What follows belongs to an exercise in optimizing a design on an open flow for small area and a short achievable clock period; a production flow would make more cautious choices. Function was checked by simulation only, so behaviour that the tests miss may differ from the original. Power figures rest on the tool's default switching activity, not on a simulated workload.

==> flow/design.v <==
`timescale 1ns / 1ps
module carry_lookahead_adder(
    input [3:0] a,
    input [3:0] b,
    input cin,
    output [3:0] sum,
    output cout
    );
	wire [3:0] t;
	wire [3:0] d;
	wire [3:0] c;
	assign t[0]=a[0]&b[0],t[1]=a[1]&b[1],t[2]=a[2]&b[2],t[3]=a[3]&b[3]; 
	assign d[0]=a[0]^b[0],d[1]=a[1]^b[1],d[2]=a[2]^b[2],d[3]=a[3]^b[3]; 
	assign c[0]=cin,c[1]=t[0]|(d[0]&cin),c[2]=t[1]|(d[1]&t[0])|(d[1]&d[0]&cin),c[3]=t[2]|(d[2]&t[1])|(d[2]&d[1]&t[0])|(d[2]&d[1]&d[0]&cin),
	cout=t[3]|(d[3]&t[2])|(d[3]&d[2]&t[1])|(d[3]&d[2]&d[1]&t[0])|(d[3]&d[2]&d[1]&d[0]&cin);  
	assign sum[0]=d[0]^c[0],sum[1]=d[1]^c[1],sum[2]=d[2]^c[2],sum[3]=d[3]^c[3];  
endmodule
`timescale 1ns / 1ps
module hybrid_adder(
    input [31:0] a,
    input [31:0] b,
    input cin,
    output [31:0] sum,
    output cout
    );
	wire c1,c2,c3,c4,c5,c6,c7;
	carry_lookahead_adder a1(.a(a[3:0]),.b(b[3:0]),.cin(cin),.sum(sum[3:0]),.cout(c1));  
	carry_lookahead_adder a2(.a(a[7:4]),.b(b[7:4]),.cin(c1),.sum(sum[7:4]),.cout(c2));
	carry_lookahead_adder a3(.a(a[11:8]),.b(b[11:8]),.cin(c2),.sum(sum[11:8]),.cout(c3));
	carry_lookahead_adder a4(.a(a[15:12]),.b(b[15:12]),.cin(c3),.sum(sum[15:12]),.cout(c4));
	carry_lookahead_adder a5(.a(a[19:16]),.b(b[19:16]),.cin(c4),.sum(sum[19:16]),.cout(c5));
	carry_lookahead_adder a6(.a(a[23:20]),.b(b[23:20]),.cin(c5),.sum(sum[23:20]),.cout(c6));
	carry_lookahead_adder a7(.a(a[27:24]),.b(b[27:24]),.cin(c6),.sum(sum[27:24]),.cout(c7));
	carry_lookahead_adder a8(.a(a[31:28]),.b(b[31:28]),.cin(c7),.sum(sum[31:28]),.cout(cout));
endmodule
`timescale 1ns / 1ps
module hybrid_adder_64(
    input [63:0] a,
    input [63:0] b,
    input cin,
    output [63:0] sum,
    output cout
    );
	 wire c1;
	 hybrid_adder f1(a[31:0],b[31:0],cin,sum[31:0],c1);
	 hybrid_adder f2(a[63:32],b[63:32],c1,sum[63:32],cout);
endmodule
`timescale 1ns / 1ps
module array_multiplier(a, b, y);
	parameter width = 32;
	input [width-1:0] a, b;
	output [2*width-1:0] y;
	wire [2*width*width-1:0] partials;
	genvar i;
	assign partials[2*width-1 : 0] = a[0] ? b : 0;
	generate for (i = 1; i < width; i = i+1) begin:gen
		 assign partials[2*width*(i+1)-1 : 2*width*i] = (a[i] ? b << i : 0) +
												  partials[2*width*i-1 : 2*width*(i-1)];
	end endgenerate
	assign y = partials[2*width*width-1 : 2*width*(width-1)];
endmodule
`timescale 1ns / 1ps
module signed_multiplier(
    input [31:0] a,
    input [31:0] b,
    output [63:0] product
    );
	wire [63:0] P1;
	wire [63:0] P2;
	wire [63:0] P3;
	wire [63:0] P4;
	wire [63:0] P5;
	wire [63:0] P6;
	assign P1=((a[31]&b[31])<<62);
	assign P2 = (a[31]?((b[30:0]<<31)):64'd0);
	assign P3 = (b[31]?((a[30:0]<<31)):64'd0);
	array_multiplier m1({1'b0,a[30:0]},{1'b0,b[30:0]},P4);
	wire c1,c2,c3;
	hybrid_adder_64 h1(P2,P3,1'b0,P5,c1);
	hybrid_adder_64 h2(P1,((~P5)+1),1'b0,P6,c2);
	hybrid_adder_64 h3(P4,P6,1'b0,product,c3);
endmodule
`timescale 1ns / 1ps
module ALU(
    input signed [31:0] a,
    input signed [31:0] b,
    input [5:0] opcode,
    output reg [31:0] result,
	 output reg [31:0] high,
    output reg carryFlag,
    output reg zFlag,
    output reg signFlag,
    output reg overflowFlag
    );
	wire [31:0] sum;
	wire cout;
	wire [63:0] product;
	wire [63:0] signed_product;
	hybrid_adder fastAdder(a,b,1'b0,sum,cout);
	array_multiplier multiplier(a,b,product);
	signed_multiplier m1(a,b,signed_product);
	always @(*) begin
		high=(opcode==6'd2)?signed_product[63:32]:product[63:32];
	end
	always @(*) begin
		if(opcode==6'd0) begin
			carryFlag = cout;
			result = sum;
			zFlag=(result==0);
			signFlag=(result[31]==1);
			overflowFlag=((a[31]^b[31])^result[31])^carryFlag;
		end
		else if(opcode==6'd1) begin
			result = product[31:0];
			carryFlag=0;
			zFlag=(product==0);
			signFlag=0;
			overflowFlag=0;
		end
		else if(opcode==6'd2) begin
			result=signed_product[31:0];
			carryFlag=0;
			zFlag=(signed_product==0);
			signFlag=0;
			overflowFlag=0;
		end
		else if(opcode==6'd3) begin
			result=~b+1;
			carryFlag=0;
			zFlag=(result==0);
			signFlag=(result[31]==1);
			overflowFlag=0;
		end
		else if(opcode==6'd4) begin
			carryFlag = cout;
			result = sum;
			zFlag=(result==0);
			signFlag=(result[31]==1);
			overflowFlag=((a[31]^b[31])^result[31])^carryFlag;
		end
		else if(opcode==6'd5) begin
			result=~b+1;
			carryFlag=0;
			zFlag=(result==0);
			signFlag=(result[31]==1);
			overflowFlag=0;
		end
		else if(opcode==6'd6) begin
			result=a&b;
			carryFlag=0;
			zFlag=(result==0);
			signFlag=(result[31]==1);
			overflowFlag=0;
		end
		else if(opcode==6'd7) begin
			result=a^b;
			carryFlag=0;
			zFlag=(result==0);
			signFlag=(result[31]==1);
			overflowFlag=0;
		end
		else if(opcode==6'd8) begin
			result=a<<b;
			carryFlag=0;
			zFlag=(result==0);
			signFlag=(result[31]==1);
			overflowFlag=0;
		end
		else if(opcode==6'd9) begin
			result=a>>b;
			carryFlag=0;
			zFlag=(result==0);
			signFlag=(result[31]==1);
			overflowFlag=0;
		end
		else if(opcode==6'd10) begin
			result=a<<b;
			carryFlag=0;
			zFlag=(result==0);
			signFlag=(result[31]==1);
			overflowFlag=0;
		end
		else if(opcode==6'd11) begin
			result=a>>b;
			carryFlag=0;
			zFlag=(result==0);
			signFlag=(result[31]==1);
			overflowFlag=0;
		end
		else if(opcode==6'd12) begin
			result=a>>>b;
			carryFlag=0;
			zFlag=(result==0);
			signFlag=(result[31]==1);
			overflowFlag=0;
		end
		else if(opcode==6'd13) begin
			result=a>>>b;
			carryFlag=0;
			zFlag=(result==0);
			signFlag=(result[31]==1);
			overflowFlag=0;
		end
		else if(opcode==6'd16) begin  
			carryFlag = cout;
			result = sum;
			zFlag=(result==0);
			signFlag=(result[31]==1);
			overflowFlag=((a[31]^b[31])^result[31])^carryFlag;
		end
		else if(opcode==6'd32) begin  
			carryFlag = cout;
			result = sum;
			zFlag=(result==0);
			signFlag=(result[31]==1);
			overflowFlag=((a[31]^b[31])^result[31])^carryFlag;
		end
		else begin
			result=32'd0;
			carryFlag=0;
			zFlag=1;
			signFlag=0;
			overflowFlag=0;
		end
	end
endmodule
`timescale 1ns / 1ps
module mux4to1(
    input [31:0] d0,
    input [31:0] d1,
    input [31:0] d2,
    input [31:0] d3,
    input [1:0] select,
    output reg [31:0] out
    );
	always @(*) begin
		if(select==2'b00)
			out=d0;
		else if(select==2'b01)
			out=d1;
		else if(select==2'b10)
			out=d2;
		else
			out=d3;
	end
endmodule
`timescale 1ns / 1ps
module Control(
    input [5:0] opcode,
    output reg [1:0] RegWrite,  
    output reg MemRead,  
    output reg MemWrite,  
    output reg MemtoReg,  
    output reg [1:0] ALUSrc,  
    output reg RegDst  
	);
	always @(*) begin
		if(opcode[5:4]==2'b00) begin
			MemRead=0;
			MemWrite=0;
			MemtoReg=0;
			RegDst=0;
			if(opcode[3:0]==4'b0001) begin
				RegWrite=2'b10;
				ALUSrc=2'b00;	
			end
			else if(opcode[3:0]==4'b0010) begin
				RegWrite=2'b10;
				ALUSrc=2'b00;
			end
			else if(opcode[3:0]==4'b0100) begin
				RegWrite=2'b01;
				ALUSrc=2'b10;
			end
			else if(opcode[3:0]==4'b0101) begin
				RegWrite=2'b01;
				ALUSrc=2'b10;
			end
			else if(opcode[3:0]==4'b1000) begin
				RegWrite=2'b01;
				ALUSrc=2'b01;
			end
			else if(opcode[3:0]==4'b1001) begin
				RegWrite=2'b01;
				ALUSrc=2'b01;
			end
			else if(opcode[3:0]==4'b1100) begin
				RegWrite=2'b01;
				ALUSrc=2'b01;
			end
			else begin
				RegWrite=2'b01;
				ALUSrc=2'b00;			
			end
		end
		else if(opcode[5:4]==2'b01) begin
			RegWrite=2'b01;
			MemRead=1;
			MemWrite=0;
			MemtoReg=1;
			ALUSrc=2'b11;
			RegDst=1;
		end
		else if(opcode[5:4]==2'b10) begin
			RegWrite=0;
			MemRead=0;
			MemWrite=1;
			MemtoReg=0;
			ALUSrc=2'b11;
			RegDst=0;
		end
		else if(opcode[5:4]==2'b11) begin
			RegWrite=0;
			MemRead=0;
			MemWrite=0;
			MemtoReg=0;
			ALUSrc=0;
			RegDst=0;
			if(opcode[3:0]==4'b1010) begin
				RegWrite=2'b11;
			end
		end
		else begin
			RegWrite=0;
			MemRead=0;
			MemWrite=0;
			MemtoReg=0;
			ALUSrc=0;
			RegDst=0;
		end
	end
endmodule
`timescale 1ns / 1ps
module InstructionDecode(
	 input rst,
    input [31:0] instruction,
    output [5:0] opcode,
    output [4:0] rsAdd,
    output [4:0] rtAdd,
    output [4:0] shift,
    output [20:0] immediate,
    output [25:0] label,
	 output [15:0] offset
    );
	assign opcode=rst?6'b000000:instruction[31:26];
	assign rsAdd=rst?5'b00000:instruction[25:21];
	assign rtAdd=rst?5'b00000:instruction[20:16];
	assign shift=rst?5'b00000:instruction[20:16];
	assign immediate=rst?21'b000000000000000000000:instruction[20:0];
	assign label=rst?26'b00000000000000000000000000:instruction[25:0];
	assign offset=rst?26'b00000000000000000000000000:instruction[15:0];
endmodule
`timescale 1ns / 1ps
module branch(
    input [5:0] opcode,
    input [25:0] label,
	 input [31:0] rsVal,
    input carryFlag,
    input zFlag,
    input overflowFlag,
    input signFlag,
    input [11:0] pc,
	 input [31:0] raDataOld,
	 output reg [31:0] raDataNew,
    output reg [11:0] pcLabel,
    output reg isBranch,
    input rst
    );
	always @(*) begin
		raDataNew={20'd0,(pc+12'd4)};  
		if(rst) begin
			pcLabel=0;
			isBranch=0;
		end
		else begin
			if(opcode==6'd48) begin
				pcLabel=label[11:0];
				isBranch=1;
			end
			else if(opcode==6'd49) begin
				pcLabel=rsVal[11:0];
				isBranch=1;
			end
			else if(opcode==6'd50) begin
				pcLabel=(zFlag==1)?label[11:0]:0;
				isBranch=(zFlag==1);
			end
			else if(opcode==6'd51) begin
				pcLabel=(zFlag==0)?label[11:0]:0;
				isBranch=(zFlag==0);
			end
			else if(opcode==6'd52) begin
				pcLabel=(carryFlag==1)?label[11:0]:0;
				isBranch=(carryFlag==1);
			end
			else if(opcode==6'd53) begin
				pcLabel=(carryFlag==0)?label[11:0]:0;
				isBranch=(carryFlag==0);
			end
			else if(opcode==6'd54) begin
				pcLabel=(signFlag==1)?label[11:0]:0;
				isBranch=(signFlag==1);
			end
			else if(opcode==6'd55) begin
				pcLabel=(signFlag==0)?label[11:0]:0;
				isBranch=(signFlag==0);
			end
			else if(opcode==6'd56) begin
				pcLabel=(overflowFlag==1)?label[11:0]:0;
				isBranch=(overflowFlag==1);
			end
			else if(opcode==6'd57) begin
				pcLabel=(overflowFlag==0)?label[11:0]:0;
				isBranch=(overflowFlag==0);
			end
			else if(opcode==6'd58) begin
				pcLabel=label[11:0];
				isBranch=1;
			end
			else if(opcode==6'd59) begin
				pcLabel=raDataOld[11:0];
				isBranch=1;
			end
			else begin
				pcLabel=0;
				isBranch=0;
			end
		end
	end
endmodule
`timescale 1ns / 1ps
module PC_change(
    input clk,
    input rst,
    input isBranch,
    input [11:0] label,
    output reg [11:0] pc
    );
	always @(posedge clk or posedge rst) begin
		if(rst) begin
			pc<=12'd0;
		end
		else begin
			if(isBranch)
				pc<=label;  
			else
				pc<=pc+12'd4;  
		end
	end
endmodule
`timescale 1ns / 1ps
module RegisterBank32(
    input rst,
    input clk,
    input [4:0] readAddA,
    output [31:0] readDataA,
    input [4:0] readAddB,
    output [31:0] readDataB,
    input [1:0] RegWrite,
    input [4:0] writeAdd,
    input [31:0] writeData,  
	 input [31:0] highData,  
	 input [31:0] raDataIn,
	 output [31:0] raDataOut,
	 output [31:0] rOut,
	 input [4:0] dbgAdd,
	 output [31:0] dbgData
    );
	reg [31:0] R[31:0];
	assign readDataA=rst?32'd0:R[readAddA];
	assign readDataB=rst?32'd0:R[readAddB];
	assign raDataOut=rst?32'd0:R[31];   
	assign rOut=rst?32'd0:R[9];  
	assign dbgData=rst?32'd0:R[dbgAdd];
	always @(posedge clk or posedge rst) begin
		if(rst) begin
			R[0]<=32'd0;R[1]<=32'd0;R[2]<=32'd0;R[3]<=32'd0;R[4]<=32'd0;R[5]<=32'd0;R[6]<=32'd0;R[7]<=32'd0;
			R[8]<=32'd0;R[9]<=32'd0;R[10]<=32'd0;R[11]<=32'd0;R[12]<=32'd0;R[13]<=32'd0;R[14]<=32'd0;R[15]<=32'd0;
			R[16]<=32'd0;R[17]<=32'd0;R[18]<=32'd0;R[19]<=32'd0;R[20]<=32'd0;R[21]<=32'd0;R[22]<=32'd0;R[23]<=32'd0;
			R[24]<=32'd0;R[25]<=32'd0;R[26]<=32'd0;R[27]<=32'd0;R[28]<=32'd0;R[29]<=32'd0;R[30]<=32'd0;R[31]<=32'd0;
		end
		else begin
			if(RegWrite==2'b01)
				R[writeAdd]<=writeData;
			else if(RegWrite==2'b10) begin  
				R[19]<=highData;  
				R[20]<=writeData;  
			end
			else if(RegWrite==2'b11) begin
				R[31]<=raDataIn;
			end
		end
	end	
endmodule
`timescale 1ns / 1ps
module DataMemory(
    input clk,
    input rst,
    input [31:0] address,
    output [31:0] readData,
    input [31:0] writeData,
    input MemRead,
    input MemWrite,
    input [2:0] dbgAdd,
    output [31:0] dbgData
    );
	 integer i;
	 reg [31:0] Mem[7:0];
	 assign readData=MemRead?Mem[address[4:2]]:32'd0;
	 assign dbgData=Mem[dbgAdd];
	 always @(posedge clk or posedge rst) begin
		if(rst) begin
			Mem[0]<=32'd7;
			Mem[1]<=32'd8;
			Mem[2]<=32'd5;
			Mem[3]<=32'd4;
			Mem[4]<=32'd1;
			Mem[5]<=32'd3;
			Mem[6]<=32'd2;
			Mem[7]<=32'd5;
		end
		else begin
			if(MemWrite)
				Mem[address[4:2]]<=writeData;
		end
	 end
endmodule
`timescale 1ns / 1ps
module Processor(
    input clk,
    input rst,
    input [31:0] instr,  
    input [5:0] dbgSel,  
    output [11:0] pc,  
    output [31:0] dbgData,
    output [31:0] rOut
);
	wire [31:0] regDbg;
	wire [31:0] memDbg;
	wire isBranch;
	wire [11:0] pcLabel;
	wire [31:0] instruction;
	wire [5:0] opcode;
	wire [4:0] rsAdd;
	wire [4:0] rtAdd;
	wire [4:0] shift;
	wire [20:0] immediate;
	wire [25:0] label;
	wire [15:0] offset;
	wire [4:0] writeAddReg;  
	wire [31:0] writeDataReg;  
	wire [31:0] highData;
	wire [31:0] raDataIn;
	wire [31:0] raDataOut;
	wire [31:0] rsData;
	wire [31:0] rtData;
	wire [1:0] RegWrite;  
	wire MemRead;  
	wire MemWrite;  
	wire MemtoReg;  
	wire [1:0] ALUSrc;  
	wire RegDst;  
	wire carryFlag;
	wire zFlag;
	wire signFlag;
	wire overflowFlag;
	reg carryFlagPrev;
	reg zFlagPrev;
	reg signFlagPrev;
	reg overflowFlagPrev;
	wire [31:0] aluSecond;
	wire [31:0] aluResult;
	wire [31:0] memReadData;
	always @(posedge clk or posedge rst) begin
		if(rst) begin
			overflowFlagPrev<=0;
			carryFlagPrev<=0;
			zFlagPrev<=0;
			signFlagPrev<=0;
		end
		else begin
			overflowFlagPrev<=overflowFlag;
			carryFlagPrev<=carryFlag;
			zFlagPrev<=zFlag;
			signFlagPrev<=signFlag;
		end
	end
	PC_change  pc_assign(
		.clk(clk), 
		.rst(rst), 
		.isBranch(isBranch), 
		.label(pcLabel), 
		.pc(pc)
	);
	assign instruction=instr;
	InstructionDecode instrDecode (
		.rst(rst), 
		.instruction(instruction), 
		.opcode(opcode), 
		.rsAdd(rsAdd), 
		.rtAdd(rtAdd), 
		.shift(shift), 
		.immediate(immediate), 
		.label(label),
		.offset(offset)
	);
	Control ctrl (
		.opcode(opcode), 
		.RegWrite(RegWrite), 
		.MemRead(MemRead), 
		.MemWrite(MemWrite), 
		.MemtoReg(MemtoReg), 
		.ALUSrc(ALUSrc), 
		.RegDst(RegDst)
	);
	branch brnch (
		.opcode(opcode), 
		.label(label), 
		.rsVal(rsData), 
		.carryFlag(carryFlagPrev), 
		.zFlag(zFlagPrev), 
		.overflowFlag(overflowFlagPrev), 
		.signFlag(signFlagPrev), 
		.pc(pc), 
		.raDataOld(raDataOut), 
		.raDataNew(raDataIn), 
		.pcLabel(pcLabel), 
		.isBranch(isBranch), 
		.rst(rst)
	);
	assign writeDataReg=MemtoReg?memReadData:aluResult;
	assign writeAddReg=RegDst?rtAdd:rsAdd;
	RegisterBank32 regBank (
		.rst(rst), 
		.clk(clk), 
		.readAddA(rsAdd), 
		.readDataA(rsData), 
		.readAddB(rtAdd), 
		.readDataB(rtData), 
		.RegWrite(RegWrite), 
		.writeAdd(writeAddReg), 
		.writeData(writeDataReg),
		.highData(highData),
		.raDataIn(raDataIn),
		.raDataOut(raDataOut),
		.rOut(rOut),
		.dbgAdd(dbgSel[4:0]),
		.dbgData(regDbg)
	);
	mux4to1 alu_mux(rtData,{{27{shift[4]}},shift},{{11{immediate[20]}},immediate},{{16{offset[15]}},offset},ALUSrc,aluSecond);
	ALU alu (
		.a(rsData), 
		.b(aluSecond), 
		.opcode(opcode), 
		.result(aluResult), 
		.high(highData), 
		.carryFlag(carryFlag), 
		.zFlag(zFlag), 
		.signFlag(signFlag), 
		.overflowFlag(overflowFlag)
	);
	DataMemory dataMem (
		.clk(clk), 
		.rst(rst), 
		.address(aluResult), 
		.readData(memReadData), 
		.writeData(rtData), 
		.MemRead(MemRead), 
		.MemWrite(MemWrite),
		.dbgAdd(dbgSel[2:0]),
		.dbgData(memDbg)
	);
	assign dbgData=(dbgSel[5]==1'b0)?regDbg:((dbgSel[4:3]==2'b00)?memDbg:32'd0);
endmodule
==> flow/run.sh <==
#!/bin/bash
# synth_recipe.tcl (not shown) runs the flow's synth.tcl, then flattens the netlist and writes it again
# the make line also repeats each setting of config.mk as NAME=value (left out here)
make -C /OpenROAD-flow-scripts/flow DESIGN_CONFIG=/design/flow/config.mk WORK_HOME=/design/flow/orfs CLKGATE_MAP_FILE= SYNTH_SCRIPT=/design/flow/synth_recipe.tcl finish
==> flow/config.mk <==
export PLATFORM = sky130hd
export DESIGN_NAME = Processor
export DESIGN_NICKNAME = Processor
export VERILOG_FILES = /design/flow/design.v
export SDC_FILE = /design/flow/constraint.sdc
export NUM_CORES = 4
export LEC_CHECK = 0
export CAP_MARGIN = 20
export CORE_MARGIN = 2
export CORE_UTILIZATION = 30
export PLACE_DENSITY = 0.4
export SLEW_MARGIN = 20
==> flow/constraint.sdc <==
create_clock -name core_clock -period 30.0 [get_ports {clk}]
set_input_delay 6.0000 -clock core_clock [delete_from_list [all_inputs] [get_ports {clk}]]
set_output_delay 6.0000 -clock core_clock [all_outputs]
set_load 0.01 [all_outputs]
==> run summary <==
-- metrics by stage --
stage | area, um^2 | power, W
4_1_cts | 162000 | 0.0107
3_5_place_dp | 157000 | 0.00858
6_report | 163000 | 0.0110
5_1_grt | 162000 | 0.0113
3_3_place_gp | 157000 | 0.00859
2_1_floorplan | 146000 | 0.00564
-- where the power goes --
group          switching, W  internal, W  leakage, nW
clock network      0.000900      0.00122         2.69
registers          0.000630      0.00208         17.5
logic               0.00425      0.00188         52.5
total               0.00578      0.00518         72.7
-- critical path, delay by kind of cell --
| kind | cells | cell delay [ns] |
|---|---|---|
| adder cells (fa/ha/maj) | 14 | 6.16 |
| multiplexers | 1 | 0.30 |
| AO/OA/AOI/OAI | 22 | 7.26 |
| AND/OR/NAND/NOR | 12 | 3.83 |
| buffers and inverters | 14 | 3.76 |
-- Yosys cell counts (66+ instances only) --
cell type / n / area (um^2)
xnor2_1: 166 / 1450
buf_2: 337 / 1690
ha_1: 570 / 7130
a31oi_1: 71 / 444
xor2_1: 78 / 683
o22ai_1: 66 / 413
clkbuf_1: 738 / 2770
a21oi_1: 423 / 2120
o21ai_1: 772 / 3860
a21o_1: 86 / 646
nor3_1: 164 / 821
o21ai_0: 662 / 3310
nor2b_1: 76 / 475
a22oi_1: 189 / 1420
nand2_1: 1942 / 7290
a2111oi_0: 88 / 771
buf_1: 151 / 567
inv_1: 2162 / 8120
mux2i_1: 91 / 911
a22o_1: 246 / 2150
nand4_1: 513 / 3210
nand3_1: 1719 / 8600
a211oi_1: 109 / 818
dfrtp_1: 1283 / 32100
o211ai_1: 94 / 706
nor2_1: 871 / 3270
a221oi_1: 261 / 2290
and3_1: 177 / 1110
mux2_2: 235 / 2650
nor4_1: 152 / 951
fa_1: 1725 / 34500
-- flip-flops by register name, summed over array words and instances, names as in the netlist --
signal / cells
dataMem.Mem: 256
overflowFlagPrev: 1
carryFlagPrev: 1
regBank.R: 1024
zFlagPrev: 1
signFlagPrev: 1
pc_assign.pc: 12
-- placed cells by master (no fill, tap or decap), types with 61 or more instances in the layout --
cell	netlist	routed
inv_1	2162	2153
nand2_1	1942	1904
fa_1	1725	1725
nand3_1	1719	1719
dfrtp_1	1283	1283
nor2_1	871	840
o21ai_1	772	776
buf_4	65	670
o21ai_0	662	652
ha_1	570	569
nand4_1	513	513
a21oi_1	423	402
a221oi_1	261	257
a22o_1	246	246
mux2_2	235	235
a22oi_1	189	188
and3_1	177	176
clkbuf_16	0	166
xnor2_1	166	161
nor3_1	164	147
nor4_1	152	134
clkdlybuf4s50_1	0	109
a211oi_1	109	97
o211ai_1	94	94
mux2i_1	91	91
a21o_1	86	86
xor2_1	78	72
nor2b_1	76	70
diode_2	0	65
o22ai_1	66	64
a31oi_1	71	62
a2111oi_0	88	61
-- layer usage --
metal | share of wire, % | vias up | global-route usage [%] | routed length, um
li1 | - | 58700 | - | -
met1 | 41 | 76800 | 53.6 | 409000
met2 | 39 | 11300 | 53.0 | 385000
met3 | 13 | 2941 | 14.6 | 129000
met4 | 7.6 | 53 | 24.0 | 76300
met5 | 0.059 | - | 0.0294 | 591
-- kinds of logic after synthesis --
| family | count (synthesis) | synth area share (%) |
|---|---|---|
| adder cells (fa/ha/maj) | 2295 | 28.5 |
| buffers and inverters | 3510 | 9.58 |
| AO/OA/AOI/OAI | 3593 | 16.3 |
| flip-flops | 1296 | 22.2 |
| multiplexers | 352 | 2.69 |
| AND/OR/NAND/NOR | 5929 | 19.3 |
| XOR/XNOR | 244 | 1.46 |
-- how the worst min path moves through the flow --
stage	start	end	slack, ns	depth (start not counted)
floorplan	dataMem.Mem[6][0]$_DFFE_PP0P_	dataMem.Mem[6][0]$_DFFE_PP0P_	0.46	2
global placement	dataMem.Mem[2][4]$_DFFE_PP0P_	dataMem.Mem[2][4]$_DFFE_PP0P_	0.48	1
detailed placement	dataMem.Mem[2][10]$_DFFE_PP0P_	dataMem.Mem[2][10]$_DFFE_PP0P_	0.48	1
CTS	dataMem.Mem[2][10]$_DFFE_PP0P_	dataMem.Mem[2][10]$_DFFE_PP0P_	0.50	1
global route	dataMem.Mem[2][10]$_DFFE_PP0P_	dataMem.Mem[2][10]$_DFFE_PP0P_	0.50	1
finish	dataMem.Mem[2][10]$_DFFE_PP0P_	dataMem.Mem[2][10]$_DFFE_PP0P_	0.49	1
-- layout make-up --
type	instances	area (um^2)	share of cell area [%]
flip-flops and latches	1296	32400	20.0
repair buffers	802	6500	4.00
clock buffers	221	4680	2.88
diodes	65	163	0.100
multi-input cells	12400	102000	62.6
inverters	2197	8260	5.08
clock inverters	60	737	0.453
well taps	6450	8070	4.97
==> flow_metrics.py <==
metrics = {
    "synth": {
        "netlist_area_um2": 146000,
        "synth_flop_cell": "dfrtp_1",
        "synthArstFlopShare_pct": 100,
        "ys_warn_count": 10,
        "syn_avg_cell_area_um2": 8.49,
        "ys_seq_elements": 1296,
        "ys_seq_area_share_pct": 22.2,
        "synth_edf_count": 0,
        "yosysUniqueCellTypes": 128,
        "synth_nets": 19600,
        "synthCells": 17200,
    },
    "clocking": {
        "clock_path_buffers": 4,
        "cts_tree": "done",
        "clkTransAtPathRegs_ns": 0.06,
        "cts_buffers": 163,
        "clock_sinks": 1296,
        "clock-root-buffer": "clkbuf_16",
        "post_cts_resized": 0,
        "post_cts.repair.setup_buffers": 0,
        "ctsHoldBuffers": 0,
        "cts_max_level": 4,
        "clock_latency_ns": 0.93,
    },
    "worst_hold_path": {
        "holdCritPathClass": "reg2reg",
    },
    "run_status": {
        "status": "finished clean",
    },
    "setup_path": {
        "crit_top_cell": "fa_1",
        "crit_type": "in2reg",
        "critPathMaxFanout": 38,
        "r2r-start": "regBank.R[31][9]$_DFFE_PP0P_",
        "end_kind": "flip-flop",
        "required_ns": 30.82,
        "endpoint": "zFlagPrev$_DFF_PP0_",
        "r2r_cells": 56,
        "critPathSlowestCell": "and4bb_4",
        "r2r_slack_ns": 10.55,
        "crit_start": "instr[18]",
        "max_stage_delay_ns": 0.94,
        "crit_arrival_ns": 27.44,
        "startpoint_type": "input pin",
        "rr_endpoint": "zFlagPrev$_DFF_PP0_",
    },
    "floorplanning": {
        "die_w_um": 702,
        "core_um2": 486000,
        "initial_core_util_pct": 30.1,
        "fp.dieArea_um2": 493000,
        "ios": 116,
        "die_h_um": 702,
        "row_count": 256,
    },
    "run": {
        "max-cap-violations": 0,
    },
    "sta": {
        "tns_ns": 0,
        "finalSetupViolations": 0,
        "slew_violations": 0,
        "fin_crit_ns": 26.62,
        "clock.fmax_ghz": 0.0376,
        "rsz0062_at_grt": "no",
        "min_period_over_period_pct": 88.7,
        "whs_ns": 0.494,
        "finalClockSkew_ns": 0.111,
        "relSlewSlack_pct": 7.65,
        "tightest_slew_ns": 1.37,
        "finalHoldViolations": 0,
        "timing.final.ws_setup_ns": 3.38,
    },
    "place": {
        "dpl.hpwl_um": 725000,
        "io_buffers": 115,
        "globalplace.congestion": 1.06,
        "place_inst": 23200,
        "place_ws_ns": 2.92,
    },
    "route": {
        "vias": 150000,
        "wl_per_cell_um": 42.6,
        "firstDrtPassIters": 14,
        "ant_nets": 0,
        "via_per_inst": 6.37,
        "totalWireLength_um": 1000000,
        "first_iter_violations": 25400,
        "route.detailed.drc": 0,
    },
    "cells_and_area": {
        "fin_nets": 19200,
        "final_core_util_pct": 33.4,
        "layout-drive-gt1-share_pct": 9.43,
        "area_growth_pct": 11.1,
        "instances_no_fill": 23500,
        "fillCellCount": 51500,
    },
    "global_route": {
        "antenna_found_initial": 138,
        "grt_use_total_pct": 39.6,
        "grt_pass1_wl_um": 1330000,
        "grt_max_degree": 133,
        "grt_overflow": 0,
        "grt_pass1_vias": 144000,
    },
    "pwr": {
        "leakagePower_nw": 72.7,
        "powerDensity_nw_per_um2": 67.5,
        "ir_worst_vdd_uv": 90.2,
    },
}

-- port drivers added, routing unchanged --
How much do the figures lean on ideal ports? The routed layout below was timed once more, with nothing changed but the port constraints.
Step 1 (the two cells are an assumption about what drives the block):
set clk [get_ports {clk}]
set_driving_cell -lib_cell sky130_fd_sc_hd__clkbuf_16 $clk
set_driving_cell -lib_cell sky130_fd_sc_hd__buf_2 [delete_from_list [all_inputs] $clk]
Step 2 times the ports against the registers' clock, not the clock port: input delays grow and output delays shrink by t, the midpoint of the rising clock arrivals with the driver on.
Slacks: no drivers / after step 1 / after step 2; pairs: no drivers / after step 1.
t, ns: 0.993
setup WS [ns]: 3.379 / 3.476 / 2.484
worst setup path after step 2: input to register
latest minus earliest clock arrival (ns): 0.111 / 0.111
After both steps setup and hold are still met in this run. The setup slack of this run moves by +0.097 ns with the drivers and by -0.895 ns with both steps.
